Background: an optimization exercise with open tools, aiming at small area, a short achievable clock period and few clock cycles. Do not read the settings as production practice.
Power is estimated from default activity; no workload was simulated.

## run D
## MIPS
module MIPS(
    input clk,
    input reset,
    input [31:0] memOutput,
    output [31:0] memDir,
    output [31:0] memDato,
    output mem_wd,
    output mem_rd
    );
For scale: about 4500 cells after synthesis, ~1400 flip-flops, ~61000 um2 of cells after synthesis.
Settings: LEC_CHECK=0, CAP_MARGIN=20, CELL_PAD_IN_SITES_DETAIL_PLACEMENT=1, CELL_PAD_IN_SITES_GLOBAL_PLACEMENT=2, CORE_MARGIN=2, CORE_UTILIZATION=45, CTS_BUF_LIST=sky130_fd_sc_hd__clkbuf_16, CTS_CLUSTER_DIAMETER=80, CTS_CLUSTER_SIZE=28, PLACE_DENSITY=0.65, SETUP_SLACK_MARGIN=4.2, SLEW_MARGIN=20; clock period 7.5 ns.
run.sh (not shown) runs the stock make flow with config.mk's settings and CLKGATE_MAP_FILE= SYNTH_SCRIPT=/design/flow/synth_recipe.tcl, a recipe that flattens the netlist after the stock synthesis.
In run D the implementation ran to completion but is not tape-out ready, as the final checks report capacitance limit, slew limit.
The following lists how run M was set up differently from run D:
- a deleted CTS_CLUSTER_DIAMETER that had been 80
- a change of CORE_UTILIZATION from 45 to 60
- a deleted CTS_BUF_LIST that had been sky130_fd_sc_hd__clkbuf_16
- a change of CELL_PAD_IN_SITES_GLOBAL_PLACEMENT from 2 to 1
- a deleted CTS_CLUSTER_SIZE that had been 28
- a change of CELL_PAD_IN_SITES_DETAIL_PLACEMENT from 1 to 0
- a change of PLACE_DENSITY from 0.65 to 0.75
==> comparison <==
Run M finished end to end and its layout was clean on timing, DRC and antenna. In run D the implementation ran to completion but is not tape-out ready, as the final checks report capacitance limit, slew limit. Between run M and run D, the floorplan die area is lower for run M. Worst-case headroom to the max-slew limit ends up higher on run M. Number of multi-input logic gates essentially unchanged between run M and run D. Lower worst setup slack was reported by run D, not run M. Compared with run D, in run M routability congestion estimate rose about 9%; final critical delay including setup and external delays fell 93 ps; fraction of power consumed by combinational cells fell 5.5 points; final total power rose about 3.4%; wire length fell about 12%.
No run of this note included a check of the RTL's function; only the layout flow was run.

Setup of build 30:
MIPS, a different RTL version from the one above (not shown whole).
For scale: ~4600 cells after synthesis, roughly 100 I/O pins, roughly 0.062 mm^2 of cells after synthesis.
// MIPS
module MIPS(
    input clk,
    input reset,
    input [31:0] memOutput,
    output [31:0] memDir,
    output [31:0] memDato,
    output mem_wd,
    output mem_rd
    );
  reg [31:0] fa;           
  reg [9:0]  fpc;          
  reg        mcyc;         
  reg        mlw;          
  reg [4:0]  mrt;          
  reg        wd_r;         
  reg [31:0] md;           
  reg [31:0] ir;           
  reg [9:0]  pcD;
  reg        vD, pD;       
  reg        vE;           
  reg [31:0] A, B, SD;     
  reg [9:0]  pcE;
  reg [9:0]  tgtE;         
  reg [4:0]  rsE, rtE, rdE;
  reg        eSkip1;
  reg        eR, eLw, eSw, eBeq, eBne, ePred, eSub, eBrt;
  reg [1:0]  eOp;          
  reg        eAdd;         
  reg [31:0] rf [0:31];
  reg [31:0] valid;
  assign memDir  = fa;
  assign memDato = md;
  assign mem_wd  = wd_r;
  assign mem_rd  = ~wd_r;
  wire [32:0] g0 = {A & B, eSub};
  wire [32:0] p0 = {A ^ B, 1'b0};
  wire [32:0] g1 = g0 | (p0 & {g0[31:0], 1'b0});
  wire [32:0] p1 = p0 & {p0[31:0], 1'b0};
  wire [32:0] g2 = g1 | (p1 & {g1[30:0], 2'b0});
  wire [32:0] p2 = p1 & {p1[30:0], 2'b0};
  wire [32:0] g3 = g2 | (p2 & {g2[28:0], 4'b0});
  wire [32:0] p3 = p2 & {p2[28:0], 4'b0};
  wire [32:0] g4 = g3 | (p3 & {g3[24:0], 8'b0});
  wire [32:0] p4 = p3 & {p3[24:0], 8'b0};
  wire [32:0] g5 = g4 | (p4 & {g4[16:0], 16'b0});
  wire [32:0] p5 = p4 & {p4[16:0], 16'b0};
  wire [32:0] g6 = g5 | (p5 & {g5[0:0], 32'b0});
  wire [31:0] sum = p0[32:1] ^ g6[31:0];
  reg  [31:0] logic_r;
  always @* begin
    case (eOp)
      2'd1: logic_r = A & B;
      2'd2: logic_r = A | B;
      2'd3: logic_r = ~(A | B);
      default: logic_r = 32'd0;
    endcase
  end
  wire [31:0] alu = (sum & {32{eAdd}}) | logic_r;
  wire eAct   = vE & ~mcyc;
  wire eq     = (A == B);
  wire eTaken = (eBeq & eq) | (eBne & ~eq);
  wire eKill  = eAct & (eBeq | eBne) & eTaken & ~ePred & eSkip1 & vD & ~pD;
  wire eRedir = eAct & (eBeq | eBne) & (eTaken ^ ePred) & ~eKill;
  wire eWr    = eAct & eR;
  wire eMem   = eAct & (eLw | eSw);
  ...
Settings: LEC_CHECK=0, CAP_MARGIN=20, CELL_PAD_IN_SITES_DETAIL_PLACEMENT=1, CELL_PAD_IN_SITES_GLOBAL_PLACEMENT=2, CORE_MARGIN=2, CORE_UTILIZATION=45, CTS_BUF_LIST=sky130_fd_sc_hd__clkbuf_16, CTS_CLUSTER_DIAMETER=70, CTS_CLUSTER_SIZE=24, PLACE_DENSITY=0.65, SETUP_SLACK_MARGIN=4.2, SLEW_MARGIN=20; clock period 7.5 ns.
Build 30 finished end to end and its layout was clean on timing, DRC and antenna.
Setup changes, build 30 to trial 7
- CTS_BUF_LIST removed (was sky130_fd_sc_hd__clkbuf_16)
- CORE_UTILIZATION changed from 45 to 32
- PLACE_DENSITY changed from 0.65 to 0.55
- CTS_CLUSTER_SIZE removed (was 24)
- CTS_CLUSTER_DIAMETER removed (was 70)
Results
| die area | trial 7 vs build 30 | 0.056 mm^2 higher |. Fraction of met1 tracks used by global routing down 10 points in trial 7 wrt build 30. Lower amount of wire on met3 after detailed routing goes to trial 7 over build 30. Trial 7: flow complete, layout not clean; failing: max-capacitance violations, max-slew violations.
Function was not checked in any run of this note: the RTL went through the layout flow alone.

## separate check: timing with driven ports
How much do the figures lean on ideal ports? The routed layouts below were timed once more, with nothing changed but the port constraints.
Step 1 (the two cells are an assumption about what drives the block):
set clk [get_ports {clk}]
set_driving_cell -lib_cell sky130_fd_sc_hd__clkbuf_16 $clk
set_driving_cell -lib_cell sky130_fd_sc_hd__buf_2 [delete_from_list [all_inputs] $clk]
Step 2 adds t to the input delays and takes it off the output delays; t is the mean of the earliest and latest rising clock arrival at the registers after step 1. Input paths then give back, and output paths get back, about the clock's delay inside the block.
Three values: no drivers, after step 1, after step 2; two values: the first two.
| run | shift t [ns] | setup WS [ns] | worst setup path at the end |
|---|---|---|---|
| run D | 0.825 | 3.842 / 3.897 / 3.073 | input to register |
| run M | 0.843 | 3.935 / 3.935 / 3.266 | input to register |
| build 30 | 0.843 | 3.877 / 3.877 / 3.380 | input to register |
| trial 7 | 0.908 | 3.938 / 3.938 / 3.203 | input to register |
The setup slack of run D, which loses most, moves by +0.055 ns with the drivers and by -0.769 ns with both steps.
